Context: an optimization exercise on an open-source flow, tuned for small area and few clock cycles. The choices shown serve that exercise and are no tape-out recipe.
The RTL was checked by simulation tests, not by an equivalence proof against the original design.
No activity file was given, so power comes from the tool's default toggle rates.

==> build 21: inputs <==
// Data_Road
module Data_Road (
  input               clk,
  input               rst,
  output     [63:0]   pc,
  input      [31:0]   instruction,
  output     [63:0]   dmem_addr,
  output     [63:0]   dmem_wdata,
  output     [7:0]    dmem_wmask,
  output              dmem_we,
  input      [63:0]   dmem_rdata
);
==> flow/config.mk <==
export PLATFORM = sky130hd
export DESIGN_NAME = Data_Road
export DESIGN_NICKNAME = Data_Road
export VERILOG_FILES = /design/flow/design.v
export SDC_FILE = /design/flow/constraint.sdc
export NUM_CORES = 8
export LEC_CHECK = 0
export CAP_MARGIN = 20
export CORE_MARGIN = 2
export CORE_UTILIZATION = 40
export MAX_ROUTING_LAYER = met5
export PLACE_DENSITY = 0.5
export SLEW_MARGIN = 20
export SYNTH_HIERARCHICAL = 1
==> flow/constraint.sdc <==
create_clock -name core_clock -period 18.0 [get_ports {clk}]
set_input_delay 3.6000 -clock core_clock [delete_from_list [all_inputs] [get_ports {clk}]]
set_output_delay 3.6000 -clock core_clock [all_outputs]
set_load 0.01 [all_outputs]
standard.sh (not shown) runs the stock make flow with config.mk's settings and CLKGATE_MAP_FILE= SYNTH_SCRIPT=/design/flow/synth_recipe.tcl, a recipe that flattens the netlist after the stock synthesis.
==> flow/flow/run.sh <==
#!/bin/bash
# Layout flow: the standard ORFS flow, step by step, with
#  - port buffers made of the smallest buffer cell (buf_1), which repair
#    resizes where timing needs it
#  - a clock tree of clkbuf_8 cells, clusters of at most 14 sinks within
#    60 um, and no dummy loads
#  - ORFS's power recovery after global routing (RECOVER_POWER), which
#    downsizes cells off the critical paths
# The synthesis is the standard one (standard.sh synth), unchanged.
# Each step's full output goes to its own log file in this folder.
set -euo pipefail
here=$(pwd)
export BUFFER_PORTS_ARGS="-buffer_cell sky130_fd_sc_hd__buf_1"
export CTS_ARGS="-sink_clustering_enable -repair_clock_nets -dont_use_dummy_load -buf_list sky130_fd_sc_hd__clkbuf_8 -sink_clustering_size 14 -sink_clustering_max_diameter 60"
# The standard flow's config with the power recovery setting added
printf 'include %s/config.mk\nexport RECOVER_POWER = 100\n' "$here" > "$here/flow_config.mk"
sed "s#DESIGN_CONFIG=[^ ]*#DESIGN_CONFIG=$here/flow_config.mk#" standard.sh > flow_standard.sh
bash standard.sh synth > log_synth.txt 2>&1
for step in floorplan place cts route finish; do
  bash flow_standard.sh "$step" > "log_$step.txt" 2>&1
done
test -f out/final.def
==> trial 63: changes against build 21 <==
==> flow/flow/run.sh (replaced) <==
#!/bin/bash
# Layout flow: the standard ORFS flow (standard.sh, step by step), with
#  - port buffers made of the smallest buffer cell (buf_1), which repair
#    resizes where timing needs it
#  - a clock tree of clkbuf_8 cells, clusters of at most 14 sinks within
#    60 um, and no dummy loads
# Each step's full output goes to its own log file in this folder.
set -euo pipefail
export BUFFER_PORTS_ARGS="-buffer_cell sky130_fd_sc_hd__buf_1"
export CTS_ARGS="-sink_clustering_enable -repair_clock_nets -dont_use_dummy_load -buf_list sky130_fd_sc_hd__clkbuf_8 -sink_clustering_size 14 -sink_clustering_max_diameter 60"
for step in synth floorplan place cts route finish; do
  bash standard.sh "$step" > "log_$step.txt" 2>&1
done
test -f out/final.def
Settings changed: CORE_UTILIZATION 40 to 50, PLACE_DENSITY 0.5 to 0.6.
==> build 65: changes against build 21 <==
==> flow/flow/run.sh (replaced) <==
#!/bin/bash
# Layout flow: the standard ORFS flow (standard.sh, step by step), with
#  - port buffers made of the smallest buffer cell (buf_1), which repair
#    resizes where timing needs it
#  - a clock tree of clkbuf_8 cells, clusters of at most 14 sinks within
#    60 um, and no dummy loads
# Each step's full output goes to its own log file in this folder.
set -euo pipefail
export BUFFER_PORTS_ARGS="-buffer_cell sky130_fd_sc_hd__buf_1"
export CTS_ARGS="-sink_clustering_enable -repair_clock_nets -dont_use_dummy_load -buf_list sky130_fd_sc_hd__clkbuf_8 -sink_clustering_size 14 -sink_clustering_max_diameter 60"
for step in synth floorplan place cts route finish; do
  bash standard.sh "$step" > "log_$step.txt" 2>&1
done
test -f out/final.def
==> qor summary <==
| item | trial 63 | build 21 | build 65 |
|---|---|---|---|
| Total power after layout | 13.8 mW | 13.9 mW | 14.0 mW |
| Wire per inst | 52.6 microns | 55.3 microns | 55.2 microns |
| Met3 WL | 113000 microns | 111000 microns | 110000 microns |
| Sink of the worst hold path | regs[8].q[7] | regs[31].q[52] | regs[22].q[9] |
| Layout-stage area growth over the synthesis result | 12.0% | 12.9% | 13.4% |
| Depth of the critical timing path with buffers and inverters included | 24 | 31 | 21 |
| Overall routing resource usage | 0.617 | 0.544 | 0.544 |
| Met1 routed wirelength after detailed routing | 188000 microns | 225000 microns | 226000 microns |
| Least setup slack across all paths after layout | 1230 ps | 1250 ps | 2050 ps |
| Die Footprint | 183000 sq um | 228000 sq um | 228000 sq um |
| Critical-path top delay cell | o21ai_0 | clkinvlp_2 | nor2_4 |
| CP endpoint kind | primary output | flip-flop | primary output |
| HPWL after detailed placement | 369000 microns | 396000 microns | 396000 microns |
| Worst setup endpoint | dmem_addr[63] | regs[4].q[35] | dmem_addr[59] |
| Portion of the layout cell area used by non-clock buffers | 0.0447 | 0.0445 | 0.0474 |
| Worst slack after detailed placement | 2390 ps | 2460 ps | 2460 ps |
| Worst path bufs/invs | 4 | 6 | 3 |
| Sequential share of power | 0.471 | 0.466 | 0.463 |
| Flip-flop and latch share of the layout cell area | 0.411 | 0.408 | 0.406 |
| Critical path class | input port to primary output | input port to flip-flop | input port to primary output |
| Status | timing/DRC/antenna clean | complete, but fails checks | timing/DRC/antenna clean |
| Reasons for failing layout checks | - | capacitance limit, slew limit | - |
| Number of nets at the end of the flow | 9039 | 9073 | 9073 |
| Number of antenna violations at the first check in global routing | 48 | 65 | 67 |
| Max Cap Violations | 0 | 30 | 0 |
Testbench counts of build 21, summed over its fixed seeds: cycles 87,125.
Testbench counts of trial 63, summed over its fixed seeds: cycles 87,125.
Testbench counts of build 65, summed over its fixed seeds: cycles 87,125.

static timing again, ports no longer ideal:
In the flow no input, the clock included, has a driving cell. The finished layouts below were timed again as built, in two steps. Step 1 assumes that a clkbuf_16 drives the clock port and a buf_2 every other input. Step 2 moves the port delays by t, midway between the first and last clock arrival at a register: inputs arrive t later, outputs are due t later. That takes back most of the time a late clock gives input paths. Slacks: no drivers / after step 1 / after step 2; pairs: no drivers / after step 1.
run	t (ns)	setup WS [ns]	worst setup path after step 2	clock arrival spread, ns	pins driven straight from the clock port
build 21	1.107	1.254 / 1.316 / 0.209	input to register	0.167 / 0.168	1
trial 63	1.132	1.227 / 1.202 / 1.202	input to output	0.123 / 0.122	1
build 65	1.092	2.047 / 1.961 / 1.961	input to output	0.167 / 0.166	1
For build 21, which loses most, drivers alone change the setup slack by +0.062 ns; drivers and shift together by -1.045 ns.
